This is an optimization exercise on Yosys and OpenROAD, whose aim is a short achievable clock period and few clock cycles, not a production implementation.
The RTL was checked by simulation tests, not by an equivalence proof against the original design.
No run shown here takes its clock network from TritonCTS; it comes from the design's own scripts or RTL.
The clock port is modelled as an ideal driver, which makes a skipped or thinned clock tree look cheaper than it is; a real chip needs a root buffer or a tree.
No activity file was given, so power comes from the tool's default toggle rates.

==> design/flow/design.v <==
module ARM (
  input clk, rst,
  output [31:0] imem_addr,
  input [31:0] imem_rdata,
  output [31:0] dmem_addr, dmem_wdata,
  output dmem_we, dmem_re,
  input [31:0] dmem_rdata
);
  function cond_ok(input [3:0] cond, input n, input z, input c, input v);
    case (cond)
      4'b0000: cond_ok = z;
      4'b0001: cond_ok = !z;
      4'b0010: cond_ok = c;
      4'b0011: cond_ok = !c;
      4'b0100: cond_ok = n;
      4'b0101: cond_ok = !n;
      4'b0110: cond_ok = v;
      4'b0111: cond_ok = !v;
      4'b1000: cond_ok = c & !z;
      4'b1001: cond_ok = !c & z;
      4'b1010: cond_ok = (n == v);
      4'b1011: cond_ok = (n != v);
      4'b1100: cond_ok = !z & (n == v);
      4'b1101: cond_ok = z | (n != v);
      4'b1110: cond_ok = 1'b1;
      default: cond_ok = 1'b0;
    endcase
  endfunction
  reg [29:0] pc;                  
  reg [31:0] ir, ir_hold;
  reg        use_hold;
  reg [29:0] id_pc, id_pc4;       
  reg        id_valid;
  reg        btb_v;
  reg [29:0] btb_tag, btb_tgt;
  reg        fN, fZ, fC, fV;
  reg        ex_wb, ex_S, ex_ld, ex_st;
  reg [3:0]  ex_cond, ex_rd;
  reg [31:0] ex_a, ex_m, ex_b;
  reg        ex_bm;               
  reg [3:0]  sa, sm;              
  reg        ex_arith, ex_sub, ex_c1, ex_cuse, ex_cinv;
  reg        ex_and, ex_orr, ex_eor, ex_mov, ex_mvn;
  reg [31:0] mem_res, mem_wdata;
  reg [3:0]  mem_rd;
  reg        mem_wb, mem_we, mem_re;
  reg [31:0] wb_ld, wb_alu;
  reg        wb_isld, wb_wb;
  reg [3:0]  wb_rd;
  reg [31:0] rf [0:14];
  wire cp = cond_ok(ex_cond, fN, fZ, fC, fV);
  wire [31:0] A = ({32{sa[0]}} & mem_res) | ({32{sa[1]}} & wb_ld) |
                  ({32{sa[2]}} & wb_alu)  | ({32{sa[3]}} & ex_a);
  wire [31:0] M = ({32{sm[0]}} & mem_res) | ({32{sm[1]}} & wb_ld) |
                  ({32{sm[2]}} & wb_alu)  | ({32{sm[3]}} & ex_m);
  wire [31:0] B = ex_b | ({32{ex_bm}} & M);
  wire [31:0] Bx = B ^ {32{ex_sub}};
  wire cin = ex_c1 | (ex_cuse & (fC ^ ex_cinv));
  wire [32:0] sum = {1'b0, A} + {1'b0, Bx} + {32'd0, cin};
  wire [31:0] lres = ({32{ex_and}} & (A & B)) | ({32{ex_orr}} & (A | B)) |
                     ({32{ex_eor}} & (A ^ B)) | ({32{ex_mov}} & B) |
                     ({32{ex_mvn}} & ~B);
  wire [31:0] res = ex_arith ? sum[31:0] : lres;
  wire [31:0] pp = A ^ Bx;
  wire [31:0] kk = {A[30:0] | Bx[30:0], cin};
  wire z_arith = &(~(pp ^ kk));
  wire z_logic = ~|lres;
  wire nN = res[31];
  wire nZ = ex_arith ? z_arith : z_logic;
  wire nC = ex_arith & (sum[32] ^ ex_sub);
  wire nV = ex_arith & ((A[31] & Bx[31] & !sum[31]) | (!A[31] & !Bx[31] & sum[31]));
  wire setf = ex_S & cp;
  wire fN_n = setf ? nN : fN;
  wire fZ_n = setf ? nZ : fZ;
  wire fC_n = setf ? nC : fC;
  wire fV_n = setf ? nV : fV;
  wire [31:0] di = use_hold ? ir_hold : ir;
  wire [1:0] mode = di[27:26];
  wire [3:0] opc = di[24:21];
  wire       is_br = (mode == 2'b10);
  wire       is_mem = (mode == 2'b01);
  wire       d_ld = is_mem & di[20];
  wire       d_st = is_mem & !di[20];
  wire       d_S = (mode == 2'b00) & di[20];
  wire       d_wb = !(opc == 4'b1010) & !(opc == 4'b1000) & !is_br & !d_st;
  wire       d_useimm = is_mem | di[25];
  wire [3:0] rn = di[19:16];
  wire [3:0] rd = di[15:12];
  wire [3:0] s2 = d_st ? rd : di[3:0];
  wire       use_rn = !((mode != 2'b01) & ((opc == 4'b1101) | (opc == 4'b1111)));
  wire       use_s2 = d_st | !d_useimm;
  wire br_taken = id_valid & is_br & cond_ok(di[31:28], fN_n, fZ_n, fC_n, fV_n);
  wire [29:0] br_target = id_pc4 + {{6{di[23]}}, di[23:0]};
  wire        pred = btb_v & (pc == btb_tag);
  wire [29:0] pc_seq = pred ? btb_tgt : pc + 30'd1;
  wire        eq_t = (pc == br_target);
  wire        eq_n = (pc == id_pc4);
  wire [29:0] pc_nt = eq_n ? pc_seq : id_pc4;
  wire [29:0] pc_t  = eq_t ? pc_seq : br_target;
  wire        ok_nt = !id_valid | eq_n;
  wire ex_w = ex_wb & cp;
  wire hE_a = ex_w & (ex_rd == rn);
  wire hM_a = mem_wb & (mem_rd == rn);
  wire hE_m = ex_w & (ex_rd == s2);
  wire hM_m = mem_wb & (mem_rd == s2);
  wire need_sh = !d_useimm & (di[11:7] != 5'd0);
  wire stall = id_valid & !is_br &
               ((ex_ld & cp & ((use_rn & (ex_rd == rn)) | (use_s2 & (ex_rd == s2)))) |
                (need_sh & (hE_m | (hM_m & mem_re))));
  wire [63:0] irot = {24'd0, di[7:0], 24'd0, di[7:0]} >> {di[11:8], 1'b0};
  wire [31:0] d_imm = is_mem ? {{20{di[11]}}, di[11:0]} :
                      di[25] ? irot[31:0] : 32'd0;
  wire [4:0] shamt = di[11:7];
  wire [1:0] shtyp = di[6:5];
  wire [4:0] d_rot = (shtyp == 2'b00) ? (5'd0 - shamt) : shamt;
  wire [31:0] d_mask = d_useimm ? 32'd0 :
                       (shtyp == 2'b00) ? (32'hffffffff << shamt) :
                       (shtyp == 2'b11) ? 32'hffffffff :
                       (32'hffffffff >> shamt);
  wire o_mov = (opc == 4'b1101), o_mvn = (opc == 4'b1111);
  wire o_add = (opc == 4'b0100), o_adc = (opc == 4'b0101);
  wire o_sub = (opc == 4'b0010) | (opc == 4'b1010), o_sbc = (opc == 4'b0110);
  wire o_and = (opc == 4'b0000) | (opc == 4'b1000), o_orr = (opc == 4'b1100);
  wire o_eor = (opc == 4'b0001);
  wire [31:0] wb_val = wb_isld ? wb_ld : wb_alu;
  wire [31:0] rf_rn = (rn == 4'd15) ? 32'd0 : rf[rn];
  wire [31:0] rf_s2 = (s2 == 4'd15) ? 32'd0 : rf[s2];
  wire [31:0] rn_val = (wb_wb & (wb_rd == rn)) ? wb_val : rf_rn;
  wire [31:0] s2_val = (wb_wb & (wb_rd == s2)) ? wb_val : rf_s2;
  wire [31:0] m_id = hM_m ? mem_res : s2_val;
  wire [63:0] rot2 = {m_id, m_id} >> d_rot;
  wire [31:0] d_b = d_useimm ? d_imm : need_sh ? (rot2[31:0] & d_mask) : 32'd0;
  wire go = id_valid & !is_br & !stall;
  wire [29:0] pc_next = (stall | rst) ? pc :
                        br_taken ? pc_t :
                        id_valid ? pc_nt : pc_seq;
  always @(posedge clk or posedge rst) begin
    if (rst) begin
      pc <= 30'd0;
      id_valid <= 1'b0;
      use_hold <= 1'b0;
      btb_v <= 1'b0;
      {fN, fZ, fC, fV} <= 4'b0;
      {ex_wb, ex_S, ex_ld, ex_st} <= 4'b0;
      {mem_wb, mem_re} <= 2'b0;
      wb_wb <= 1'b0;
    end else begin
      use_hold <= stall;
      pc <= pc_next;
      if (stall) begin
      end else if (br_taken) begin
        id_valid <= eq_t;
        if (!eq_t) btb_v <= 1'b1;
      end else begin
        id_valid <= ok_nt;
      end
      {fN, fZ, fC, fV} <= {fN_n, fZ_n, fC_n, fV_n};
      ex_wb <= go & d_wb;
      ex_S  <= go & d_S;
      ex_ld <= go & d_ld;
      ex_st <= go & d_st;
      mem_wb <= ex_w;
      mem_re <= ex_ld & cp;
      wb_wb <= mem_wb;
    end
  end
  reg [29:0] o_ia;
  reg [31:0] o_da;
  reg        o_re;
  always @(posedge clk) begin
    o_ia <= pc_next;
    o_da <= (ex_ld | ex_st) ? res : 32'd0;
    o_re <= !rst & ex_ld & cp;
    mem_we <= !rst & ex_st & cp;
  end
  always @(posedge clk) begin
    ir <= imem_rdata;
    if (stall) ir_hold <= di;
    if (!stall) begin
      id_pc <= pc;
      id_pc4 <= pc + 30'd1;
    end
    if (!stall && br_taken && !eq_t) begin
      btb_tag <= id_pc;
      btb_tgt <= br_target;
    end
    ex_cond <= di[31:28];
    ex_rd <= rd;
    ex_a <= rn_val;
    ex_m <= s2_val;
    ex_b <= d_b;
    ex_bm <= !d_useimm & !need_sh;
    sa <= {!hE_a & !hM_a, !hE_a & hM_a & !mem_re, !hE_a & hM_a & mem_re, hE_a};
    sm <= {!hE_m & !hM_m, !hE_m & hM_m & !mem_re, !hE_m & hM_m & mem_re, hE_m};
    ex_arith <= o_add | o_adc | o_sub | o_sbc;
    ex_sub <= o_sub | o_sbc;
    ex_c1 <= o_sub;
    ex_cuse <= o_adc | o_sbc;
    ex_cinv <= o_sbc;
    ex_and <= o_and;
    ex_orr <= o_orr;
    ex_eor <= o_eor;
    ex_mov <= o_mov;
    ex_mvn <= o_mvn;
    mem_res <= res;
    mem_wdata <= M;
    mem_rd <= ex_rd;
    wb_ld <= dmem_rdata;
    wb_alu <= mem_res;
    wb_isld <= mem_re;
    wb_rd <= mem_rd;
    if (wb_wb && wb_rd != 4'd15) rf[wb_rd] <= wb_val;
  end
  assign imem_addr = {o_ia, 2'b00};
  assign dmem_addr = o_da;
  assign dmem_wdata = mem_wdata;
  assign dmem_we = mem_we;
  assign dmem_re = o_re;
endmodule
==> design/flow/flow/run.sh <==
#!/bin/bash
# Standard ORFS layout, with two changes in how it is made (the clock period
# and constraints stay the design's):
#  - the timing repair steps aim for a large setup slack (flow/margin.txt);
#  - the clock tree is a balanced two-level tree built by flow/cts_hook.tcl.
set -euo pipefail
MARGIN=$(cat flow/margin.txt)
HOOK=$PWD/flow/cts_hook.tcl
export PRE_CTS_TCL=$HOOK
bash standard.sh SETUP_SLACK_MARGIN=$MARGIN PRE_CTS_TCL=$HOOK finish > flow_make.log 2>&1
==> design/flow/flow/cts_hook.tcl <==
# Build a two-level clock tree: NR root clkbuf_16 driven by the clk port, each
# driving a share of K leaf clkbuf_16 placed at k-means centres of the flops.
proc kmeans {pts k iters} {
  # pts: list of {x y}; returns list of centre {x y}
  set n [llength $pts]
  set cs {}
  for {set i 0} {$i < $k} {incr i} { lappend cs [lindex $pts [expr {int($i * $n / $k)}]] }
  for {set it 0} {$it < $iters} {incr it} {
    set sx [lrepeat $k 0.0]; set sy [lrepeat $k 0.0]; set sn [lrepeat $k 0]
    set asg {}
    foreach p $pts {
      lassign $p px py
      set best 0; set bd 1e30; set j 0
      foreach c $cs {
        lassign $c cx cy
        set d [expr {abs($px-$cx)+abs($py-$cy)}]
        if {$d < $bd} { set bd $d; set best $j }
        incr j
      }
      lappend asg $best
      lset sx $best [expr {[lindex $sx $best]+$px}]
      lset sy $best [expr {[lindex $sy $best]+$py}]
      lset sn $best [expr {[lindex $sn $best]+1}]
    }
    set ncs {}
    for {set j 0} {$j < $k} {incr j} {
      if {[lindex $sn $j] > 0} {
        lappend ncs [list [expr {[lindex $sx $j]/[lindex $sn $j]}] [expr {[lindex $sy $j]/[lindex $sn $j]}]]
      } else { lappend ncs [lindex $cs $j] }
    }
    set cs $ncs
  }
  return [list $cs $asg]
}

# Split a group of point indices into groups of at most cap points, by
# repeated two-way k-means.
proc split_group {pts idx cap} {
  if {[llength $idx] <= $cap} { return [list $idx] }
  set sub {}
  foreach i $idx { lappend sub [lindex $pts $i] }
  lassign [kmeans $sub 2 20] cs asg
  set a {}; set b {}
  set j 0
  foreach i $idx {
    if {[lindex $asg $j] == 0} { lappend a $i } else { lappend b $i }
    incr j
  }
  if {[llength $a] == 0 || [llength $b] == 0} {
    set h [expr {[llength $idx] / 2}]
    set a [lrange $idx 0 [expr {$h - 1}]]
    set b [lrange $idx $h end]
  }
  return [concat [split_group $pts $a $cap] [split_group $pts $b $cap]]
}

proc centre {pts idx} {
  set sx 0.0; set sy 0.0
  foreach i $idx { lassign [lindex $pts $i] x y; set sx [expr {$sx + $x}]; set sy [expr {$sy + $y}] }
  set n [llength $idx]
  return [list [expr {$sx / $n}] [expr {$sy / $n}]]
}

proc build_tree {K NR cap} {
  set db [ord::get_db]
  set block [ord::get_db_block]
  set master [$db findMaster sky130_fd_sc_hd__clkbuf_16]
  set clk [$block findNet clk]
  set sinks {}
  set pts {}
  foreach it [$clk getITerms] {
    set inst [$it getInst]
    set bb [$inst getBBox]
    lappend sinks $it
    lappend pts [list [expr {([$bb xMin]+[$bb xMax])/2.0}] [expr {([$bb yMin]+[$bb yMax])/2.0}]]
  }
  lassign [kmeans $pts $K 30] cs asg
  set groups {}
  for {set j 0} {$j < $K} {incr j} { lappend groups {} }
  set i 0
  foreach a $asg { lset groups $a [concat [lindex $groups $a] $i]; incr i }
  set leaves {}
  foreach g $groups {
    if {[llength $g] == 0} { continue }
    foreach h [split_group $pts $g $cap] { lappend leaves $h }
  }
  set lcs {}
  foreach g $leaves { lappend lcs [centre $pts $g] }
  puts "clock tree: [llength $sinks] sinks, [llength $leaves] leaf buffers, $NR roots"
  lassign [kmeans $lcs $NR 30] rcs rasg
  set rnets {}
  for {set r 0} {$r < $NR} {incr r} {
    set b [odb::dbInst_create $block $master "ctsroot_$r"]
    lassign [lindex $rcs $r] x y
    $b setLocation [expr {int($x)}] [expr {int($y)}]
    $b setPlacementStatus PLACED
    [$b findITerm A] connect $clk
    set n [odb::dbNet_create $block "clknet_root_$r"]
    $n setSigType CLOCK
    [$b findITerm X] connect $n
    lappend rnets $n
  }
  set j 0
  foreach g $leaves {
    set b [odb::dbInst_create $block $master "ctsleaf_$j"]
    lassign [lindex $lcs $j] x y
    $b setLocation [expr {int($x)}] [expr {int($y)}]
    $b setPlacementStatus PLACED
    [$b findITerm A] connect [lindex $rnets [lindex $rasg $j]]
    set n [odb::dbNet_create $block "clknet_leaf_$j"]
    $n setSigType CLOCK
    [$b findITerm X] connect $n
    foreach i $g {
      set it [lindex $sinks $i]
      $it disconnect
      $it connect $n
    }
    incr j
  }
}

# Place each output port's flip-flop next to the port's buffer, when the
# flip-flop drives nothing else (the detailed placement after this legalizes).
proc pull_output_flops {} {
  set block [ord::get_db_block]
  set moved 0
  foreach bt [$block getBTerms] {
    if {[$bt getIoType] != "OUTPUT"} { continue }
    set net [$bt getNet]
    set buf ""
    foreach it [$net getITerms] { if {[$it isOutputSignal]} { set buf [$it getInst] } }
    if {$buf == ""} { continue }
    set ait [$buf findITerm A]
    if {$ait == "NULL"} { continue }
    set ain [$ait getNet]
    if {$ain == "NULL"} { continue }
    set ff ""
    set nload 0
    foreach it [$ain getITerms] {
      if {[$it isOutputSignal]} { set ff [$it getInst] } else { incr nload }
    }
    if {$ff == "" || $nload != 1 || ![[$ff getMaster] isSequential]} { continue }
    lassign [$buf getLocation] x y
    $ff setLocation $x $y
    $ff setPlacementStatus PLACED
    incr moved
  }
  puts "pull_output_flops: moved $moved flip-flops"
}

# ---------------------------------------------------------------------------
# Hook run by ORFS's cts.tcl (PRE_CTS_TCL) after the placed design is loaded:
# build a balanced two-level tree (4 root clkbuf_16 on the clock port, leaf
# clkbuf_16 at k-means centres of the flip-flops, at most 20 flip-flops each)
# instead of TritonCTS's three-level H-tree, then make the flow's own
# clock_tree_synthesis call a no-op. Every flip-flop sees the same two buffer
# levels; nothing is skewed on purpose.
pull_output_flops
set nsinks [llength [[[ord::get_db_block] findNet clk] getITerms]]
set nleaf [expr {($nsinks + 17) / 18}]
build_tree $nleaf 4 20
set_propagated_clock [all_clocks]
rename clock_tree_synthesis __orig_clock_tree_synthesis
proc clock_tree_synthesis {args} {
  puts "clock tree built by cts_hook.tcl; TritonCTS skipped"
}
==> design/flow/flow/margin.txt <==
26
==> design/flow/standard.sh <==
#!/bin/bash
# synth_recipe.tcl (not shown) runs the flow's synth.tcl, then flattens the netlist and writes it again
# the make line also repeats each setting of config.mk as NAME=value (left out here)
make -C /OpenROAD-flow-scripts/flow DESIGN_CONFIG=/design/flow/config.mk WORK_HOME=/design/flow/orfs CLKGATE_MAP_FILE= SYNTH_SCRIPT=/design/flow/synth_recipe.tcl "${@:-finish}"
==> design/flow/config.mk <==
export PLATFORM = sky130hd
export DESIGN_NAME = ARM
export DESIGN_NICKNAME = ARM
export VERILOG_FILES = /design/flow/design.v
export SDC_FILE = /design/flow/constraint.sdc
export NUM_CORES = 4
export LEC_CHECK = 0
export ABC_CLOCK_PERIOD_IN_PS = 3000
export CAP_MARGIN = 20
export CORE_MARGIN = 2
export CORE_UTILIZATION = 50
export SLEW_MARGIN = 20
==> design/flow/constraint.sdc <==
create_clock -name core_clock -period 33.0 [get_ports {clk}]
set_input_delay 6.6000 -clock core_clock [delete_from_list [all_inputs] [get_ports {clk}]]
set_output_delay 6.6000 -clock core_clock [all_outputs]
set_load 0.01 [all_outputs]
==> impl_results.md, run 1 <==
- Number of max-cap violations: 0
- RSZ-0062 raised after global routing: true
- Die width: between 300 and 400 um
- Hold/Removal Path Class: reg -> reg
- Synthesized instance count: approximately 5800
- Number of synthesized flops with an enable pin: between 600 and 700
- Crit path kind: reg -> out
- Vias: 48180
- Peak per-stage delay on the critical path: about 0.32 ns
- Startpoint of the worst hold path: ex_rd[2]
- CP max stage cell: dfxtp_1
- Setup TNS: 0 ns
- Sequential area share after synthesis: 48.42%
- Cell Chain, Critical Path: buf_2
- Core area: 111100 sq um
- # rows: 122
- Part of the cycle the worst path needs: about 23%
- Synth Cell Area: about 56000 sq um
- Asr flop ratio synth: 4.264%
- Layout cells sized above 1: between 10% and 20%
- Final ANT Viol Nets: 0
- WP buf/inv: 1
- Synth cell types: between 100 and 150
- Final Slew Violations: 0
- GR Overflow Total: 0
- Layout Nets: 5951
- Final WL: approximately 220000 um
- Critical path arrival: 1.02 ns
- FF-to-FF End: ex_b[23]
- Die area: between 100000 and 150000 sq um
- Pwr Density: roughly 65 nW/um^2
- DP HPWL: 145500 um
- Status: complete, no violations
- Ys Warns: 1
- P&R area growth vs syn: 10.10%
- Final Critical Period: around 7.6 ns
- Initial DRC Count: approximately 7400
- Rel. slew slack: between 15 and 20%
- First-pass GRT wire length: around 320000 um
- Commonest register cell after synthesis: edfxtp_1
- Tot Pwr: 4033 uW
- Routed len/inst: roughly 30 um
- CP top delay family: flip-flops
- # port buffers: approximately 160
- Critical Path RT: ~26 ns
- Slew at the pin closest to its max-slew limit: roughly 1.3 ns
- Worst-case hold path end point: mem_rd[2]
- Routability congestion estimate: between 0.9 and 1
- Vias in the first global route: 44490
- Synth Register Bits: 1032
- Initial antenna violation count: 7
- Crit Reg-Reg Startpoint: use_hold
- Synth Area per Inst: 9.736 sq um
- Crit-path max FO: 1
- Vias/cell: 6.681
- Largest net degree at the start of global routing: between 150 and 200
- Leakage: 0.02366 uW
- Crit. End Element: output port
- Initial core utilization: 50.56%
- Die height: ~340 um
- Setup violators final: 0
- Total track usage: between 30% and 40%
- Hold Buf Count CTS: 0
- Worst-Skew Late Latency: 0.59 ns
- Fill cells: 9785
- Hold path cells: 0
- Final Hold Fails: 0
- IO Pins: 164
- Drt drc: 0
- R2R setup slack: 26.17 ns
- CTS clk-pin slew, worst paths: ~0.060 ns
- Worst VDD drop: between 0.06 and 0.07 mV
- Fmax achieved: around 0.13 GHz
- CP Launch Type: register
- FF-to-FF path depth: 15
- Drt first pass iters: 9
- Fin Clk Skew: 0.1127 ns
==> placed cells by master, fill, tap and decap left out, drive strengths merged, types with 44 or more instances in the layout <==
cell           netlist  final
nand2              854    854
edfxtp             632    632
dfxtp              356    356
nor2               272    273
o21ai              269    269
a21oi              255    255
nand3              247    247
buf                122    241
and3               209    209
inv                200    199
a211oi             197    197
a22oi              189    189
xnor2              165    165
ha                 163    163
mux2i              126    126
nor3                96     96
a31oi               83     83
xor2                81     81
clkbuf             324     79
nand4               72     72
nor4                71     71
mux2                69     69
o22ai               67     67
clkdlybuf4s50        0     64
o211ai              47     47
and2                47     47
dfrtp               44     44
==> worst max-delay path by stage <==
stage | from | endpoint | slack (ns) | cells past startpoint
floorplan | rst | mem_we | 25.33 | 2
global placement | rst | pc[29] | 24.62 | 4
detailed placement | rst | pc[29] | 24.62 | 4
CTS | o_ia[18] | imem_addr[20] | 25.36 | 1
global route | o_ia[13] | imem_addr[15] | 25.35 | 1
finish | o_ia[18] | imem_addr[20] | 25.38 | 1
==> layer usage <==
layer  up-vias  wire (um)  track usage, %
met5         -          0               0
met4         0      11280           15.51
met1     23540      89550           51.52
li1      21260          -               -
met2      2914      96680           55.47
met3       465      23190           6.933
==> cell usage after synthesis, types with 93 or more instances <==
library cell,number,share of area (%)
dfxtp_1,356,13
nand3_1,244,2.2
a211oi_1,195,2.6
nor2_1,272,1.8
inv_1,196,1.3
nor3_1,93,0.83
a21oi_1,250,2.2
ha_1,163,3.6
edfxtp_1,632,34
xnor2_1,165,2.6
o21ai_0,255,2.3
a22oi_1,189,2.5
nand2_1,854,5.7
mux2i_1,125,2.2
and3_1,207,2.3
clkbuf_1,323,2.2
==> flip-flops by register name (all words and copies together) (netlist names), 32 cells and up <==
name	flops
ir	32
wb_alu	32
mem_res	32
rf	480
o_da	32
ex_a	32
ex_b	32
wb_ld	32
ex_m	32
ir_hold	32
mem_wdata	32
==> cell type report <==
cell class                      count  area [sq um]  share of cell area, %
Timing Repair Buffer              305          2749                  4.444
Inverter                          206         790.8                  1.278
Tap cell                         1488          1862                  3.010
Multi-Input combinational cell   4095         27150                  43.90
Buffer                             79          1977                  3.196
Sequential cell                  1032         27310                  44.15
Antenna cell                        7         17.52                0.02832
==> what timing repair did <==
action / CTS / global route
gates resized for setup: 473 / 114
pin swaps: 3 / 2
cloned: 6 / 1
buffers inserted: 3 / 2
endpoints found under the setup margin: 253 / 197
==> per-stage QoR <==
stage | utilization (%) | hold slack [ns] | area [sq um] | instances | setup WS, ns
6_report | 55.67 | 0.3148 | 61860 | 7212 | 25.38
5_1_grt | 55.65 | 0.3392 | 61840 | 7205 | 25.35
4_1_cts | 55.19 | 0.3108 | 61330 | 7202 | 25.36
3_5_place_dp | 53.50 | 0.3806 | 59450 | 7114 | 24.62
3_3_place_gp | 53.48 | 0.3784 | 59430 | 7113 | 24.62
2_1_floorplan | - | 0.3597 | 56380 | 5772 | 25.33
==> cell families after synthesis <==
group,Yosys count,share of synthesized area [%]
and+or+nand+nor,1962,16.48
AOI/OAI and AO/OA,1500,18.45
DFF,1032,48.42
buffers and inverters,652,4.726
xor gates and xnor gates,253,4.122
muxes,205,4.051
adders and majority gates,166,3.737
other,1,0.006674
==> where the power goes <==
group / total (uW) / switching [uW] / internal (uW)
registers: 1740 / 159 / 1580
clock network: 835 / 421 / 414
logic: 1460 / 954 / 503
total: 4030 / 1530 / 2500
Testbench counts, summed over its fixed seeds: cycles 40,413.
==> run 2, diff against run 1 <==
--- a/design/flow/design.v
+++ b/design/flow/design.v
@@ -33,6 +33,7 @@
   reg        id_valid;
   reg        btb_v;
   reg [29:0] btb_tag, btb_tgt;
+  reg [3:0]  btb_cond;
   reg        fN, fZ, fC, fV;
   reg        ex_wb, ex_S, ex_ld, ex_st;
   reg [3:0]  ex_cond, ex_rd;
@@ -91,13 +92,6 @@
   wire       use_s2 = d_st | !d_useimm;
   wire br_taken = id_valid & is_br & cond_ok(di[31:28], fN_n, fZ_n, fC_n, fV_n);
   wire [29:0] br_target = id_pc4 + {{6{di[23]}}, di[23:0]};
-  wire        pred = btb_v & (pc == btb_tag);
-  wire [29:0] pc_seq = pred ? btb_tgt : pc + 30'd1;
-  wire        eq_t = (pc == br_target);
-  wire        eq_n = (pc == id_pc4);
-  wire [29:0] pc_nt = eq_n ? pc_seq : id_pc4;
-  wire [29:0] pc_t  = eq_t ? pc_seq : br_target;
-  wire        ok_nt = !id_valid | eq_n;
   wire ex_w = ex_wb & cp;
   wire hE_a = ex_w & (ex_rd == rn);
   wire hM_a = mem_wb & (mem_rd == rn);
@@ -130,6 +124,17 @@
   wire [31:0] m_id = hM_m ? mem_res : s2_val;
   wire [63:0] rot2 = {m_id, m_id} >> d_rot;
   wire [31:0] d_b = d_useimm ? d_imm : need_sh ? (rot2[31:0] & d_mask) : 32'd0;
+  wire        zp_ok = id_valid & d_S & (di[31:28] == 4'b1110) & di[25] & o_sub &
+                      !hE_a & !hM_a;
+  wire        zp = (rn_val == d_imm);
+  wire        zp_nt = zp_ok & (((btb_cond == 4'b0001) & zp) | ((btb_cond == 4'b0000) & !zp));
+  wire        pred = btb_v & (pc == btb_tag) & !zp_nt;
+  wire [29:0] pc_seq = pred ? btb_tgt : pc + 30'd1;
+  wire        eq_t = (pc == br_target);
+  wire        eq_n = (pc == id_pc4);
+  wire [29:0] pc_nt = eq_n ? pc_seq : id_pc4;
+  wire [29:0] pc_t  = eq_t ? pc_seq : br_target;
+  wire        ok_nt = !id_valid | eq_n;
   wire go = id_valid & !is_br & !stall;
   wire [29:0] pc_next = (stall | rst) ? pc :
                         br_taken ? pc_t :
@@ -183,6 +188,7 @@
     if (!stall && br_taken && !eq_t) begin
       btb_tag <= id_pc;
       btb_tgt <= br_target;
+      btb_cond <= di[31:28];
     end
     ex_cond <= di[31:28];
     ex_rd <= rd;
--- a/design/flow/flow/cts_hook.tcl
+++ b/design/flow/flow/cts_hook.tcl
@@ -87,7 +87,35 @@
   set lcs {}
   foreach g $leaves { lappend lcs [centre $pts $g] }
   puts "clock tree: [llength $sinks] sinks, [llength $leaves] leaf buffers, $NR roots"
-  lassign [kmeans $lcs $NR 30] rcs rasg
+  # roots: split the leaves into NR (1, 2 or 4) equal groups, by x then by y
+  set order [lsort -real -index 1 [lmap c $lcs i [lsearch -all $lcs *] {list $i [lindex $c 0]}]]
+  set nl [llength $lcs]
+  set halves [list [lrange $order 0 [expr {$nl / 2 - 1}]] [lrange $order [expr {$nl / 2}] end]]
+  if {$NR == 1} { set halves [list $order] }
+  set groups2 {}
+  foreach h $halves {
+    if {$NR == 4} {
+      set hy [lsort -real -index 1 [lmap e $h {list [lindex $e 0] [lindex [lindex $lcs [lindex $e 0]] 1]}]]
+      set m [expr {[llength $hy] / 2}]
+      lappend groups2 [lrange $hy 0 [expr {$m - 1}]] [lrange $hy $m end]
+    } else {
+      lappend groups2 $h
+    }
+  }
+  set rasg [lrepeat $nl 0]
+  set rcs {}
+  set r 0
+  foreach g $groups2 {
+    set sx 0.0; set sy 0.0
+    foreach e $g {
+      set j [lindex $e 0]
+      lset rasg $j $r
+      lassign [lindex $lcs $j] x y
+      set sx [expr {$sx + $x}]; set sy [expr {$sy + $y}]
+    }
+    lappend rcs [list [expr {$sx / [llength $g]}] [expr {$sy / [llength $g]}]]
+    incr r
+  }
   set rnets {}
   for {set r 0} {$r < $NR} {incr r} {
     set b [odb::dbInst_create $block $master "ctsroot_$r"]
@@ -151,14 +179,14 @@
 # ---------------------------------------------------------------------------
 # Hook run by ORFS's cts.tcl (PRE_CTS_TCL) after the placed design is loaded:
 # build a balanced two-level tree (4 root clkbuf_16 on the clock port, leaf
-# clkbuf_16 at k-means centres of the flip-flops, at most 20 flip-flops each)
+# clkbuf_16 at k-means centres of the flip-flops, at most 24 flip-flops each, a quarter of the leaves on each root)
 # instead of TritonCTS's three-level H-tree, then make the flow's own
 # clock_tree_synthesis call a no-op. Every flip-flop sees the same two buffer
 # levels; nothing is skewed on purpose.
 pull_output_flops
 set nsinks [llength [[[ord::get_db_block] findNet clk] getITerms]]
-set nleaf [expr {($nsinks + 17) / 18}]
-build_tree $nleaf 4 20
+set nleaf [expr {($nsinks + 21) / 22}]
+build_tree $nleaf 4 24
 set_propagated_clock [all_clocks]
 rename clock_tree_synthesis __orig_clock_tree_synthesis
 proc clock_tree_synthesis {args} {
==> run 2 against run 1 <==
  * Flip-flop and latch count increased by 4
  * Clock power decreased by 8.0%
  * Wire length decreased by 0.10%
  * Critical endpoint is now imem_addr[23]
==> impl_results.md, run 2 <==
- Setup TNS: 0 ns (unchanged)
- Largest family of logic cells by synthesized area: compound AO/OA/AOI/OAI gates
- Critical path arrival: 0.94 ns (-0.08 ns)
- Fin Clk Skew: 0.06652 ns (-0.04616 ns)
- Area share of the leading cell type in the synthesized netlist: 33.71% (-0.063 points)
- Status: complete, no violations
- Top reg by flops: rf
- Die height: 340.6 um (+0.41%)
- Simple-gate share of the synthesized area: 10.96% (-5.5 points)
- Hold/Removal Path Class: reg -> reg
- CP Launch Type: register
- Vias in the first global route: 43810 (-1.5%)
- Initial core utilization: 50.35% (-0.21 points)
- Layout cells sized above 1: 15.76% (+4.1 points)
- # port buffers: 161 (unchanged)
- Synth Area in Compound Gates: 17.13% (-1.3 points)
- Synth Cell Area: 56650 sq um (+0.82%)
- IO Pins: 164 (unchanged)
- Peak per-stage delay on the critical path: 0.32 ns (about the same)
- Place WS: 23.81 ns (-0.8090 ns)
- P&R area growth vs syn: 11.53%
- Most frequent cells in the layout: edfxtp_1, nand2_1, a21oi_1
- Commonest non-fill, non-tap cell in the layout: edfxtp_1
- Sequential area share after synthesis: 48.24% (-0.18 points)
- Fmax achieved: 0.1326 GHz (+1.0%)
- RSZ-0062 raised after global routing: true
- Final WL: 220500 um (-0.10%)
- Critical Path RT: 26.40 ns (about the same)
- Final Slew Violations: 0 (unchanged)
- CP top delay family: flip-flops
- Max FFs per register: 480 (unchanged)
- GR Overflow Total: 0 (unchanged)
- Synth Register Bits: 1036 (+0.39%)
- Setup violators final: 0 (unchanged)
- Worst VDD drop: 0.05451 mV (-17%)
- Die area: 116000 sq um (+0.81%)
- Number of max-cap violations: 0 (unchanged)
- Cell Chain, Critical Path: buf_2
- Total track usage: 36.56% (-0.089 points)
- Synth area leader: edfxtp_1
- First-pass GRT wire length: 313100 um (-0.82%)
- WP buf/inv: 1 (unchanged)
- Final ANT Viol Nets: 0 (unchanged)
- CP max stage cell: dfxtp_1
- Synth Area per Inst: 10.50 sq um (+7.9%)
- Number of synthesized flops with an enable pin: 636 (+0.63%)
- Largest net degree at the start of global routing: 128 (-22%)
- Die width: 340.6 um (+0.41%)
- Rel. slew slack: 20.29% (+4.4 points)
- Core area: 112500 sq um (+1.2%)
- Top-count cell post-synth: edfxtp_1
- Slew at the pin closest to its max-slew limit: 1.193 ns (-0.06698 ns)
- Vias: 46450 (-3.6%)
- Routability congestion estimate: 1.014 (+1.8%)
- Adder-cell area share of the yosys netlist: 3.706% (-0.030 points)
- Proportion of synthesized area in mux cells: 10.82% (+6.8 points)
- Leakage: 0.02397 uW (+1.3%)
- Vias/cell: 6.700 (+0.29%)
- Crit-path max FO: 1 (unchanged)
- Part of the cycle the worst path needs: 22.85% (-0.23 points)
- Hold WS: 0.3860 ns (+0.07126 ns)
- DP HPWL: 146600 um (+0.73%)
- Initial antenna violation count: 10 (+3)
- Initial DRC Count: 6234 (-15%)
- Post-Place Cells: 6809 (-4.3%)
- Drt first pass iters: 6 (-3)
- Ys Warns: 1 (unchanged)
- Routed len/inst: 31.80 um (+3.9%)
- CTS clk-pin slew, worst paths: 0.10 ns (+0.04 ns)
- Final Critical Period: 7.541 ns (-0.07580 ns)
- # rows: 123 (+0.82%)
- XOR/XNOR share of the synthesized area: 4.680% (+0.56 points)
- Layout Nets: 5665 (-4.8%)
- Final setup margin: 25.46 ns (+0.07580 ns)
- Commonest register cell after synthesis: edfxtp_1
- Final Hold Fails: 0 (unchanged)
- Top cells by area, synth: edfxtp_1, dfxtp_1, mux2i_1
- Asr flop ratio synth: 4.247% (-0.016 points)
- Crit path kind: reg -> out
- Pwr Density: 62.96 nW/um^2 (-3.4%)
- Synth cell types: 106 (-1.9%)
- Crit. End Element: output port
- Layout Cells excl Fill: 6933 (-3.9%)
- Synthesized instance count: 5394 (-6.5%)
- Top cell types by occurrence after synthesis: edfxtp_1, nand2_1, dfxtp_1
- Drt drc: 0 (unchanged)
- Worst-Skew Late Latency: 0.52 ns (-0.07 ns)
-- run 2: changes by cell type in the layout (fill, tap and decap cells not counted), moves of 82 or more --
cell,delta
nand3_1,-133
mux2i_1,+122
a211oi_1,-121
a21oi_1,+82
mux4_2,+86
and3_1,-181
nand2_1,-274
-- run 2: metal layers --
metal / part of all wire (%) / GRT usage (%) / up-vias
met3: 10 / 6.300 / 489
met5: 0.019 / 0 / -
met1: 41 / 51.60 / 23040
met2: 44 / 55.78 / 2848
li1: - / - / 20070
met4: 5.2 / 15.18 / 6
-- run 2: kinds of logic (layout without fill, tap and decap cells) --
group / after synthesis / after routing
AND/OR/NAND/NOR: 1335 / 1337
XOR/XNOR: 282 / 282
flip-flops: 1036 / 1036
AO/OA/AOI/OAI: 1490 / 1491
buffers and inverters: 616 / 649
multiplexers: 468 / 468
adder cells (fa/ha/maj): 166 / 166
other: 1 / 4
-- run 2: per-stage QoR --
step | instance area [sq um] | total power [uW] | utilization [%]
3_5_place_dp | 59910 | 3088 | 53.26
3_3_place_gp | 59910 | 3086 | 53.25
4_1_cts | 62220 | 3882 | 55.31
2_1_floorplan | 56670 | 2576 | -
6_report | 63180 | 3978 | 56.16
5_1_grt | 63170 | 4125 | 56.16
-- run 2: worst paths after layout --
path | startpoint | end | slack [ns] | depth (start not counted)
max in group asynchronous | rst | pc[13] | 25.99 | 5
worst max register to register | use_hold | o_ia[29] | 25.94 | 18
worst max-delay path | o_ia[21] | imem_addr[23] | 25.46 | 1
worst min-delay path | id_pc[9] | btb_tag[9] | 0.39 | 0
min in group asynchronous | rst | pc[5] | 6.40 | 5
worst min register to register | id_pc[9] | btb_tag[9] | 0.39 | 0
-- run 2: timing repair --
item                       4_1_cts  5_1_grt
gates resized for setup        582      151
buffers inserted                25       20
cloned                           6        3
pin swaps                       25       26
hold buffers                     0        0
setup endpoints to repair      295      203
-- run 2: power breakdown --
| part | switching [uW] | internal [uW] |
|---|---|---|
| Sequential | 170 | 1600 |
| Clock | 413 | 355 |
| Combinational | 895 | 549 |
-- run 2: area by class of cell --
cell class              instances  area, sq um
fillers                      9605        49320
inverters                     227        864.6
well taps                    1500         1877
repair inverters                1        5.005
flip-flops and latches       1036        27430
repair buffers                354         3491
multi-input cells            3746        27830
plain buffers                  67         1677
diodes                          2        5.005
Testbench counts of run 2, summed over its fixed seeds: cycles 39,811.
==> run 3, diff against run 2 <==
--- a/design/flow/config.mk
+++ b/design/flow/config.mk
@@ -8,5 +8,5 @@
 export ABC_CLOCK_PERIOD_IN_PS = 3000
 export CAP_MARGIN = 20
 export CORE_MARGIN = 2
-export CORE_UTILIZATION = 50
+export CORE_UTILIZATION = 65
 export SLEW_MARGIN = 20
==> run 3 against run 2 <==
  * Still clean on timing, DRC and antenna
  * Critical path depth is the same
  * Sequential share of layout area grew 0.69 points
  * Cell area shrank 1.6%
  * Critical path type unchanged
  * Largest cell class unchanged
  * Highest routed layer unchanged
==> impl_results.md, run 3 <==
- Largest net degree at the start of global routing: 137 (+7.0%)
- Adder-cell area share of the yosys netlist: 3.706% (unchanged)
- Initial DRC Count: 7988 (+28%)
- Layout Nets: 5626 (-0.69%)
- Routability congestion estimate: 1.055 (+4.1%)
- Crit path kind: reg -> out
- Hold path cells: 0 (unchanged)
- Initial antenna violation count: 10 (unchanged)
- Number of max-cap violations: 0 (unchanged)
- Vias in the first global route: 45650 (+4.2%)
- Cell area after layout: 62160 sq um (-1.6%)
- Worst VDD drop: 0.06209 mV (+14%)
- Synth Register Bits: 1036 (unchanged)
- Layout cells sized above 1: 14.87% (-0.89 points)
- Sequential area share after synthesis: 48.24% (unchanged)
- Total track usage: 45.52% (+9.0 points)
- Startpoint of the worst hold path: mem_res[0]
- Fill cells: 6149 (-36%)
- Pwr Density: 63.68 nW/um^2 (+1.1%)
- GR Overflow Total: 0 (unchanged)
- Core area: 86620 sq um (-23%)
- Crit-path max FO: 1 (unchanged)
- Final Slew Violations: 0 (unchanged)
- Final Critical Period: 7.543 ns (+0.002300 ns)
- FF-to-FF path depth: 17 (-1)
- First-pass GRT wire length: 303800 um (-3.0%)
- DP HPWL: 140100 um (-4.4%)
- R2R setup slack: 25.98 ns (+0.04 ns)
- P&R area growth vs syn: 9.732%
- CTS clk-pin slew, worst paths: 0.09 ns (about the same)
- Initial core utilization: 65.40% (+15 points)
- Asr flop ratio synth: 4.247% (unchanged)
- # port buffers: 161 (unchanged)
- Area share of the leading cell type in the synthesized netlist: 33.71% (unchanged)
- Peak per-stage delay on the critical path: 0.33 ns (about the same)
- Vias: 47980 (+3.3%)
- DP Area: 59330 sq um (-0.97%)
- CP Launch Type: register
- Cell Chain, Critical Path: buf_6
- Critical Path RT: 26.40 ns (about the same)
- Ys Warns: 1 (unchanged)
- Leakage: 0.02370 uW (-1.1%)
- Layout Cells excl Fill: 6552 (-5.5%)
- Synth Area per Inst: 10.50 sq um (unchanged)
- Drt drc: 0 (unchanged)
- Worst-Skew Late Latency: 0.50 ns (-0.02 ns)
- Die height: 299.2 um (-12%)
- Worst-case hold path end point: wb_alu[0]
- WP buf/inv: 1 (unchanged)
- Final ANT Viol Nets: 0 (unchanged)
- CP max stage cell: dfxtp_2
- Synthesized instance count: 5394 (unchanged)
- Setup violators final: 0 (unchanged)
- Final Hold Fails: 0 (unchanged)
- Largest family of logic cells by synthesized area: compound AO/OA/AOI/OAI gates
- Drt first pass iters: 7 (+1)
- Crit. End Element: output port
- XOR/XNOR share of the synthesized area: 4.680% (unchanged)
- Final WL: 210900 um (-4.4%)
- Commonest register cell after synthesis: edfxtp_1
- Hold/Removal Path Class: reg -> reg
- Synth area leader: edfxtp_1
- Max FFs per register: 480 (unchanged)
- Top cell types by occurrence after synthesis: edfxtp_1, nand2_1, dfxtp_1
- Top reg by flops: rf
- Synth Cell Area: 56650 sq um (unchanged)
- FF-to-FF End: o_ia[29]
- Crit Reg-Reg Startpoint: use_hold
- Status: complete, no violations
- Most frequent cells in the layout: edfxtp_1, nand2_1, a21oi_1
- Routed len/inst: 32.18 um (+1.2%)
- RSZ-0062 raised after global routing: true
- Critical path arrival: 0.94 ns (about the same)
- Simple-gate share of the synthesized area: 10.96% (unchanged)
- Synth cell types: 106 (unchanged)
- CP top delay family: flip-flops
- Rel. slew slack: 11.91% (-8.4 points)
- Setup TNS: 0 ns (unchanged)
- Top-count cell post-synth: edfxtp_1
- Part of the cycle the worst path needs: 22.86% (about the same)
- # rows: 108 (-12%)
- IO Pins: 164 (unchanged)
- Die area: 89530 sq um (-23%)
- Top cells by area, synth: edfxtp_1, dfxtp_1, mux2i_1
- Number of synthesized flops with an enable pin: 636 (unchanged)
- Fin Clk Skew: 0.04575 ns (-0.02077 ns)
- Die width: 299.2 um (-12%)
- Proportion of synthesized area in mux cells: 10.82% (unchanged)
- Commonest non-fill, non-tap cell in the layout: edfxtp_1
- Slew at the pin closest to its max-slew limit: 1.321 ns (+0.1286 ns)
- Vias/cell: 7.322 (+9.3%)
- Post-Place Cells: 6449 (-5.3%)
- Synth Area in Compound Gates: 17.13% (unchanged)
- Fmax achieved: 0.1326 GHz (about the same)
run 3: through the flow:
step / power (uW) / hold WS [ns] / setup WS (ns) / utilization [%]
after floorplan: 2576 / 0.3646 / 25.03 / -
after global placement: 3049 / 0.3806 / 23.72 / 68.49
after detailed placement: 3067 / 0.3833 / 23.66 / 68.50
after CTS: 3815 / 0.3950 / 25.44 / 70.89
after global routing: 4066 / 0.4029 / 25.43 / 71.75
final: 3958 / 0.3972 / 25.46 / 71.76
run 3: logic make-up (layout without fill, tap and decap cells):
logic type,count (synthesis),in the layout
flops,1036,1036
fa+ha+maj,166,166
other cells,1,7
simple gates,1335,1337
compound gates,1490,1491
mux,468,468
xor+xnor,282,282
buf+inv,616,610
run 3: worst max-delay path by stage:
stage                              from             end  slack, ns  cells after the start
after global placement              rst          pc[29]      23.72                      6
after CTS                 mem_wdata[31]  dmem_wdata[31]      25.44                      1
final                              o_re         dmem_re      25.46                      1
after detailed placement            rst          pc[29]      23.66                      6
after global routing      mem_wdata[31]  dmem_wdata[31]      25.43                      1
after floorplan                     rst          pc[29]      25.03                      4
run 3: layer usage:
metal  vias to the layer above  share of wire (%)  wire (um)  track usage (%)
met5                         -              0.028         58                0
met4                         8                7.7      16140            27.49
met3                       897                 14      30030            11.67
met2                      4142                 42      89450            67.38
met1                     22920                 36      75190            60.61
li1                      20010                  -          -                -
run 3: area by class of cell:
class / count / area, sq um / area share (%)
multi-input combinational: 3746 / 27790 / 44.70
sequential: 1036 / 27420 / 44.11
timing repair buffer: 321 / 3079 / 4.954
buffer: 62 / 1551 / 2.496
tap: 1155 / 1445 / 2.325
antenna: 5 / 12.51 / 0.02013
inverter: 227 / 865.8 / 1.393
run 3: what timing repair did:
item,CTS,global route
endpoints found under the setup margin,299,211
hold buffers,0,0
pin swaps,24,34
gates cloned,7,0
gates resized for setup,558,130
setup buffers,18,10
run 3: where the power goes:
| part | total, uW | internal [uW] | switching, uW |
|---|---|---|---|
| logic | 1460 | 548 | 910 |
| registers | 1770 | 1600 | 175 |
| clock network | 730 | 330 | 400 |
| total | 3960 | 2470 | 1490 |
==> run 4, diff against run 3 <==
--- a/design/flow/flow/cts_hook.tcl
+++ b/design/flow/flow/cts_hook.tcl
@@ -132,6 +132,11 @@
   foreach g $leaves {
     set b [odb::dbInst_create $block $master "ctsleaf_$j"]
     lassign [lindex $lcs $j] x y
+    # move the leaf part of the way towards its root: shorter root nets,
+    # longer leaf nets (which have 16 times the drive between them)
+    lassign [lindex $rcs [lindex $rasg $j]] rx ry
+    set x [expr {$x + 0.6 * ($rx - $x)}]
+    set y [expr {$y + 0.6 * ($ry - $y)}]
     $b setLocation [expr {int($x)}] [expr {int($y)}]
     $b setPlacementStatus PLACED
     [$b findITerm A] connect [lindex $rnets [lindex $rasg $j]]
--- a/design/flow/config.mk
+++ b/design/flow/config.mk
@@ -8,5 +8,5 @@
 export ABC_CLOCK_PERIOD_IN_PS = 3000
 export CAP_MARGIN = 20
 export CORE_MARGIN = 2
-export CORE_UTILIZATION = 65
+export CORE_UTILIZATION = 50
 export SLEW_MARGIN = 20
==> run 4 against run 3 <==
  * Total power grew 1.1%
  * Sequential power is essentially flat
  * Critical path depth is the same
  * Via count shrank 2.7%
  * Clock power grew 6.8%
  * Still clean on timing, DRC and antenna
  * Largest power group unchanged
  * Fmax grew 0.58%
  * Utilization shrank 16 points
  * Wire length grew 4.8%
==> impl_results.md, run 4 <==
- Status: complete, no violations
- Worst-Skew Late Latency: 0.47 ns (-0.03 ns)
- CP top delay family: flip-flops
- Number of synthesized flops with an enable pin: 636 (unchanged)
- Drt drc: 0 (unchanged)
- Number of max-cap violations: 0 (unchanged)
- Synth Register Bits: 1036 (unchanged)
- Drt first pass iters: 6 (-1)
- DP Area: 59910 sq um (+0.98%)
- Layout cells sized above 1: 16.02% (+1.1 points)
- Routed len/inst: 31.87 um (-0.98%)
- Met3 routed WL: 23190 um (-23%)
- Part of the cycle the worst path needs: 22.73% (-0.13 points)
- Vias in the first global route: 43960 (-3.7%)
- CP Launch Type: register
- Critical path arrival: 0.90 ns (-0.04 ns)
- NetSw: 1495 uW (+0.67%)
- Final Critical Period: 7.500 ns (-0.04330 ns)
- Crit. End Element: output port
- DP HPWL: 146600 um (+4.6%)
- Synth Area per Inst: 10.50 sq um (unchanged)
- Commonest non-fill, non-tap cell in the layout: edfxtp_1
- R2R setup slack: 25.89 ns (-0.09 ns)
- Peak per-stage delay on the critical path: 0.33 ns (about the same)
- Design internal power: 2507 uW (+1.3%)
- Most frequent cells in the layout: edfxtp_1, nand2_1, a21oi_1
- Slew at the pin closest to its max-slew limit: 1.196 ns (-0.1254 ns)
- Met1 Wirelength: 89600 um (+19%)
- Leakage: 0.02407 uW (+1.6%)
- WP buf/inv: 1 (unchanged)
- Rel. slew slack: 20.26% (+8.4 points)
- Sequential area share after synthesis: 48.24% (unchanged)
- Setup TNS: 0 ns (unchanged)
- Crit path kind: reg -> out
- Largest net degree at the start of global routing: 128 (-6.6%)
- Comb power frac: 36.3% (-0.5 points)
- Cell Chain, Critical Path: buf_6
- Synth area leader: edfxtp_1
- Max FFs per register: 480 (unchanged)
- Power share of the clock group: 19.5% (+1.1 points)
- Top reg by flops: rf
- Met2 Routed Length: 97810 um (+9.3%)
- Hold Buf Count CTS: 0 (unchanged)
- Synth cell types: 106 (unchanged)
- Setup violators final: 0 (unchanged)
- Vias: 46680 (-2.7%)
- P&R area growth vs syn: 11.67%
- Area share of the leading cell type in the synthesized netlist: 33.71% (unchanged)
- Die area: 116000 sq um (+30%)
- Hold WS: 0.3857 ns (-0.01150 ns)
- Final Hold Fails: 0 (unchanged)
- Crit-path max FO: 1 (unchanged)
- Highest routed layer: met5
- Commonest register cell after synthesis: edfxtp_1
- Layout Nets: 5665 (+0.69%)
- Post-Place Cells: 6809 (+5.6%)
- Fin Clk Skew: 0.05198 ns (+0.006234 ns)
- Sw Ratio: 37.36% (-0.16 points)
- Initial core utilization: 50.35% (-15 points)
- Final ANT Viol Nets: 0 (unchanged)
- Total track usage: 36.68% (-8.8 points)
- CP max stage cell: dfxtp_2
- Final Slew Violations: 0 (unchanged)
- Tot Pwr: 4002 uW (+1.1%)
- Vias/cell: 6.731 (-8.1%)
- GR Overflow Total: 0 (unchanged)
- Core area: 112500 sq um (+30%)
- First-pass GRT wire length: 314600 um (+3.5%)
- Die height: 340.6 um (+14%)
- Worst VDD drop: 0.05159 mV (-17%)
- Routability congestion estimate: 1.014 (-3.9%)
- Initial DRC Count: 6561 (-18%)
- Synth Cell Area: 56650 sq um (unchanged)
- RSZ-0062 raised after global routing: true
- Cell area after layout: 63260 sq um (+1.8%)
- Ys Warns: 1 (unchanged)
- Final WL: 221000 um (+4.8%)
- Top cell types by occurrence after synthesis: edfxtp_1, nand2_1, dfxtp_1
- Asr flop ratio synth: 4.247% (unchanged)
- Top-count cell post-synth: edfxtp_1
- Seq pwr share: 44.2% (-0.5 points)
- IO Pins: 164 (unchanged)
- Top cells by area, synth: edfxtp_1, dfxtp_1, mux2i_1
- Critical Path RT: 26.40 ns (about the same)
- Die width: 340.6 um (+14%)
- Layout Cells excl Fill: 6936 (+5.9%)
- # rows: 123 (+14%)
- Fmax achieved: 0.1333 GHz (+0.58%)
- Hold/Removal Path Class: reg -> reg
- Synthesized instance count: 5394 (unchanged)
- Pwr Density: 63.26 nW/um^2 (-0.66%)
- Initial antenna violation count: 13 (+3)
- # port buffers: 161 (unchanged)
- CTS clk-pin slew, worst paths: 0.10 ns (about the same)
[run 4: cell count changes in the layout (fill, tap and decap cells not counted), sizes merged]
cell,previous run,this run
clkbuf,63,67
bufbuf,2,1
or2,24,25
clkinvlp,1,2
buf,254,288
[run 4: path summary, 6_finish.rpt]
| kind | startpoint | to | depth (start not counted) |
|---|---|---|---|
| min in group asynchronous | rst | fZ | 4 |
| setup / recovery | mem_wdata[18] | dmem_wdata[18] | 1 |
| max in group asynchronous | rst | pc[12] | 5 |
| setup reg to reg | use_hold | o_ia[29] | 21 |
| hold / removal | id_pc[9] | btb_tag[9] | 0 |
| hold reg to reg | id_pc[9] | btb_tag[9] | 0 |
[run 4: layer usage]
layer / vias up / track usage, %
met1: 23220 / 51.93
li1: 20050 / -
met2: 2959 / 56.31
met3: 446 / 6.211
met4: 10 / 14.30
met5: - / 0
[run 4: final cells by class]
| class | instances | area (sq um) |
|---|---|---|
| tap | 1500 | 1877 |
| buffer | 67 | 1677 |
| antenna | 5 | 12.51 |
| timing repair inverter | 1 | 7.507 |
| timing repair buffer | 353 | 3492 |
| multi-input combinational | 3747 | 27900 |
| sequential | 1036 | 27430 |
| inverter | 227 | 864.6 |
| fill | 9583 | 49240 |
[run 4: worst register-to-register path, cell delays in order, from the launching register on]
cell and delay (ns):
dfrtp_4 0.54, buf_8 0.31, buf_12 0.30, buf_12 0.35
mux2i_4 0.29, buf_8 0.32, inv_4 0.23, xnor2_1 0.26
nand4_2 0.15, buf_6 0.30, o21ai_2 0.23, buf_6 0.25
nor4b_2 0.63, a21o_1 0.16, nor2_1 0.05, a2111oi_1 0.65
nand4_1 0.46, o21ai_1 0.30, a41oi_1 0.36, mux2_1 0.46
mux2i_1 0.24, o311ai_4 0.15
[run 4: power by group through the flow]
stage	Combinational (uW)	Sequential (uW)	Clock (uW)
after floorplan	887	1690	0
after global placement	1310	1780	0
after detailed placement	1310	1780	0
after CTS	1370	1760	780
after global routing	1530	1780	823
final	1450	1770	780
[run 4: kinds of logic after synthesis]
| logic type | Yosys count | share of synthesized area (%) |
|---|---|---|
| compound gates | 1490 | 17.13 |
| flops | 1036 | 48.24 |
| other cells | 1 | 0.006620 |
| buf+inv | 616 | 4.453 |
| xor+xnor | 282 | 4.680 |
| simple gates | 1335 | 10.96 |
| fa+ha+maj | 166 | 3.706 |
| mux | 468 | 10.82 |
[run 4: metrics by stage]
| step | utilization (%) | setup WS, ns |
|---|---|---|
| finish | 56.23 | 25.50 |
| global route | 56.22 | 25.49 |
| CTS | 55.54 | 25.50 |
| global placement | 53.25 | 23.83 |
| detailed placement | 53.26 | 23.81 |
| floorplan | - | 25.03 |
[run 4: timing repair]
action	in CTS	in global routing
pin swaps	29	13
gates cloned	8	1
setup endpoints to repair	296	212
setup buffers	26	20
gates resized for setup	631	134
hold endpoints to repair	0	0
==> run 5, diff against run 4 <==
--- a/design/flow/design.v
+++ b/design/flow/design.v
@@ -27,8 +27,7 @@
     endcase
   endfunction
   reg [29:0] pc;                  
-  reg [31:0] ir, ir_hold;
-  reg        use_hold;
+  reg [31:0] ir;
   reg [29:0] id_pc, id_pc4;       
   reg        id_valid;
   reg        btb_v;
@@ -75,7 +74,7 @@
   wire fZ_n = setf ? nZ : fZ;
   wire fC_n = setf ? nC : fC;
   wire fV_n = setf ? nV : fV;
-  wire [31:0] di = use_hold ? ir_hold : ir;
+  wire [31:0] di = ir;
   wire [1:0] mode = di[27:26];
   wire [3:0] opc = di[24:21];
   wire       is_br = (mode == 2'b10);
@@ -136,21 +135,19 @@
   wire [29:0] pc_t  = eq_t ? pc_seq : br_target;
   wire        ok_nt = !id_valid | eq_n;
   wire go = id_valid & !is_br & !stall;
-  wire [29:0] pc_next = (stall | rst) ? pc :
+  wire [29:0] pc_next = stall ? pc :
                         br_taken ? pc_t :
                         id_valid ? pc_nt : pc_seq;
   always @(posedge clk or posedge rst) begin
     if (rst) begin
       pc <= 30'd0;
       id_valid <= 1'b0;
-      use_hold <= 1'b0;
       btb_v <= 1'b0;
       {fN, fZ, fC, fV} <= 4'b0;
       {ex_wb, ex_S, ex_ld, ex_st} <= 4'b0;
       {mem_wb, mem_re} <= 2'b0;
       wb_wb <= 1'b0;
     end else begin
-      use_hold <= stall;
       pc <= pc_next;
       if (stall) begin
       end else if (br_taken) begin
@@ -173,14 +170,13 @@
   reg [31:0] o_da;
   reg        o_re;
   always @(posedge clk) begin
-    o_ia <= pc_next;
+    o_ia <= rst ? 30'd0 : pc_next;    
     o_da <= (ex_ld | ex_st) ? res : 32'd0;
     o_re <= !rst & ex_ld & cp;
     mem_we <= !rst & ex_st & cp;
   end
   always @(posedge clk) begin
-    ir <= imem_rdata;
-    if (stall) ir_hold <= di;
+    if (!stall) ir <= imem_rdata;
     if (!stall) begin
       id_pc <= pc;
       id_pc4 <= pc + 30'd1;
--- a/design/flow/flow/cts_hook.tcl
+++ b/design/flow/flow/cts_hook.tcl
@@ -135,8 +135,8 @@
     # move the leaf part of the way towards its root: shorter root nets,
     # longer leaf nets (which have 16 times the drive between them)
     lassign [lindex $rcs [lindex $rasg $j]] rx ry
-    set x [expr {$x + 0.6 * ($rx - $x)}]
-    set y [expr {$y + 0.6 * ($ry - $y)}]
+    set x [expr {$x + 0.9 * ($rx - $x)}]
+    set y [expr {$y + 0.9 * ($ry - $y)}]
     $b setLocation [expr {int($x)}] [expr {int($y)}]
     $b setPlacementStatus PLACED
     [$b findITerm A] connect [lindex $rnets [lindex $rasg $j]]
==> run 5 against run 4 <==
  * Setup slack gained 0.015 ns
  * Still clean
  * Via count shrank 8.5%
  * Utilization shrank 0.58 points
  * Hold slack lost 0.023 ns
  * Final cell count shrank 7.6%
  * Combinational power is essentially flat
  * Clock skew shrank 0.0040 ns
  * Die area shrank 2.6%
  * Highest routed layer unchanged
  * Flip-flop and latch count shrank 29
  * Area after synthesis shrank 2.7%
  * Largest cell class is now sequential cells
==> impl_results.md, run 5 <==
- Status: complete, no violations
- Total track usage: 34.36% (-2.3 points)
- Commonest register cell after synthesis: edfxtp_1
- Peak per-stage delay on the critical path: 0.33 ns (about the same)
- FF/Latch Area: 26850 sq um (-2.1%)
- Core area: 109200 sq um (-3.0%)
- WP buf/inv: 1 (unchanged)
- Vias: 42720 (-8.5%)
- # rows: 121 (-1.6%)
- Setup violators final: 0 (unchanged)
- CP top delay family: flip-flops
- Synth Area per Inst: 11.19 sq um (+6.5%)
- Crit-path max FO: 1 (unchanged)
- Final Hold Fails: 0 (unchanged)
- Startpoint of the worst hold path: mem_res[0]
- Routability congestion estimate: 0.9956 (-1.8%)
- Hold path cells: 0 (unchanged)
- Cell Chain, Critical Path: buf_2
- GR Overflow Total: 0 (unchanged)
- RSZ-0062 raised after global routing: true
- Initial core utilization: 50.51% (+0.15 points)
- Top-count cell post-synth: edfxtp_1
- Crit path kind: reg -> out
- First-pass GRT wire length: 286000 um (-9.1%)
- Top cell types by occurrence after synthesis: edfxtp_1, nand2_1, dfxtp_1
- Die width: 336.1 um (-1.3%)
- Tot Pwr: 3975 uW (-0.68%)
- Fill cells: 9241 (-3.6%)
- Final ANT Viol Nets: 0 (unchanged)
- Hold Buf Count CTS: 0 (unchanged)
- Worst-case hold path end point: wb_alu[0]
- Setup TNS: 0 ns (unchanged)
- CTS clk-pin slew, worst paths: 0.11 ns (about the same)
- Most frequent cells in the layout: edfxtp_1, nand2_1, mux2i_1
- Slew at the pin closest to its max-slew limit: 1.115 ns (-0.08126 ns)
- Drt first pass iters: 6 (unchanged)
- Layout Cells excl Fill: 6410 (-7.6%)
- Area share of the leading cell type in the synthesized netlist: 34.64% (+0.93 points)
- # port buffers: 161 (unchanged)
- Commonest non-fill, non-tap cell in the layout: edfxtp_1
- Ys Warns: 1 (unchanged)
- Post-Place Cells: 6313 (-7.3%)
- Rel. slew slack: 25.68% (+5.4 points)
- Pwr Density: 65.43 nW/um^2 (+3.4%)
- Initial DRC Count: 5817 (-11%)
- Routed len/inst: 31.12 um (-2.3%)
- Drt drc: 0 (unchanged)
- Initial antenna violation count: 9 (-4)
- Layout cells sized above 1: 16.18% (+0.16 points)
- Final Critical Period: 7.485 ns (-0.01480 ns)
- Sequential area share after synthesis: 48.50% (+0.26 points)
- Final Slew Violations: 0 (unchanged)
- Worst VDD drop: 0.04593 mV (-11%)
- Number of synthesized flops with an enable pin: 636 (unchanged)
- Final setup margin: 25.52 ns (+0.01480 ns)
- Fin Clk Skew: 0.04798 ns (-0.004000 ns)
- Synth area leader: edfxtp_1
- Die height: 336.1 um (-1.3%)
- Crit. End Element: output port
- FF-to-FF End: pc[20]
- Synth Cell Area: 55130 sq um (-2.7%)
- Asr flop ratio synth: 4.270% (+0.023 points)
- Worst-Skew Late Latency: 0.43 ns (-0.04 ns)
- P&R area growth vs syn: 10.19%
- FF-to-FF path depth: 16 (-24%)
- Synth Register Bits: 1007 (-2.8%)
- Layout Nets: 5165 (-8.8%)
- Final WL: 199500 um (-9.7%)
- Synth cell types: 102 (-3.8%)
- CP max stage cell: dfxtp_1
- IO Pins: 164 (unchanged)
- Vias in the first global route: 40380 (-8.2%)
- Place WS: 24.15 ns (+0.3440 ns)
- Largest net degree at the start of global routing: 68 (-47%)
- Multi-input logic area: 26700 sq um (-4.3%)
- Part of the cycle the worst path needs: 22.68% (-0.045 points)
- Number of max-cap violations: 0 (unchanged)
- CP Launch Type: register
- R2R setup slack: 26.25 ns (+0.36 ns)
- Synthesized instance count: 4928 (-8.6%)
- Top reg by flops: rf
- Leakage: 0.02321 uW (-3.6%)
- Critical Path RT: 26.40 ns (about the same)
- DP HPWL: 134600 um (-8.2%)
- Top cells by area, synth: edfxtp_1, dfxtp_1, mux4_2
- Critical path arrival: 0.88 ns (-0.02 ns)
- Max FFs per register: 480 (unchanged)
- Hold/Removal Path Class: reg -> reg
- Vias/cell: 6.664 (-0.99%)
- Fmax achieved: 0.1336 GHz (+0.20%)
- Die area: 112900 sq um (-2.6%)
[run 5: cell count changes in the layout (fill, tap and decap cells not counted), moves of 47 or more]
| cell | previous run | this run |
|---|---|---|
| a21oi_1 | 328 | 180 |
| mux2i_1 | 236 | 292 |
| a211oi_1 | 72 | 25 |
| nand2_1 | 550 | 443 |
| a31oi_1 | 77 | 30 |
| mux4_2 | 96 | 165 |
| nor2_1 | 248 | 186 |
| o21ai_0 | 282 | 201 |
| a311oi_1 | 10 | 67 |
[run 5: power breakdown]
group | switching [uW] | internal (uW)
Clock | 406 | 344
Combinational | 927 | 557
Sequential | 171 | 1570
[run 5: cell type report]
class,instances,area share (%)
flip-flops and latches,1007,44.20
multi-input cells,3338,43.96
repair buffers,305,4.803
well taps,1476,3.040
plain buffers,64,2.636
inverters,217,1.351
diodes,3,0.01236
[run 5: kinds of logic after synthesis]
logic type                 after synthesis  synth area share (%)
and+or+nand+nor                       1179                 10.12
AOI/OAI and AO/OA                     1151                 14.50
DFF                                   1007                 48.50
buffers and inverters                  586                 4.192
muxes                                  573                 14.43
xor gates and xnor gates               265                 4.435
adders and majority gates              166                 3.808
other                                    1              0.006802
[run 5: stage by stage]
step | utilization, % | cell area, sq um | hold WS [ns]
5_1_grt | 55.64 | 60740 | 0.3746
2_1_floorplan | - | 55160 | 0.3635
4_1_cts | 55.08 | 60120 | 0.3575
6_report | 55.65 | 60750 | 0.3630
3_3_place_gp | 53.40 | 58280 | 0.3845
3_5_place_dp | 53.40 | 58280 | 0.3821
[run 5: what timing repair did]
item	CTS	global route
cloned	4	2
gates resized for setup	533	119
buffers inserted	12	12
pin swaps	18	11
setup endpoints to repair	248	201
[run 5: metal layers]
metal / global-route usage (%) / share of wire (%) / vias up
met2: 53.06 / 44 / 2510
met3: 4.631 / 9.6 / 395
met4: 14.41 / 5.0 / 6
met1: 48.81 / 41 / 21340
met5: 0 / 0.016 / -
li1: - / - / 18460
[run 5: worst max-delay path by stage]
stage,from,to,slack [ns],cells after the start
detailed placement,rst,o_ia[12],24.15,4
CTS,mem_we,dmem_we,25.51,1
finish,mem_we,dmem_we,25.52,1
global route,mem_we,dmem_we,25.49,1
floorplan,rst,mem_we,25.14,3
global placement,rst,o_ia[5],24.22,4
Testbench counts of run 5, summed over its fixed seeds: cycles 39,811.

==> re-timing with driven ports <==
In the flow no input, the clock included, has a driving cell. The finished layouts below were timed again as built, in two steps. Step 1: set_driving_cell puts a clkbuf_16 on clk and a buf_2 on each other input, an assumption about the parent block. Step 2 times the ports against the registers' clock, not the clock port: input delays grow and output delays shrink by t, the midpoint of the rising clock arrivals with the driver on. Slacks: no drivers / after step 1 / after step 2; pairs: no drivers / after step 1.
| run | t, ns | setup slack, ns | worst hold slack (ns) | worst data-port slew with drivers (ns) | cell pins on the clock port's net |
|---|---|---|---|---|---|
| run 1 | 0.721 | 25.384 / 25.196 / 25.395 | 0.315 / 0.314 / 0.314 | 0.07 | 4 |
| run 2 | 0.653 | 25.459 / 25.291 / 25.238 | 0.386 / 0.386 / 0.386 | 0.06 | 4 |
| run 3 | 0.639 | 25.457 / 25.294 / 25.308 | 0.397 / 0.397 / 0.397 | 0.07 | 4 |
| run 4 | 0.615 | 25.501 / 25.325 / 25.244 | 0.386 / 0.386 / 0.386 | 0.06 | 4 |
| run 5 | 0.584 | 25.515 / 25.341 / 25.391 | 0.363 / 0.363 / 0.363 | 0.08 | 4 |
After both steps every run listed still meets setup and hold. For run 4, which loses most, drivers alone change the setup slack by -0.176 ns; drivers and shift together by -0.257 ns.
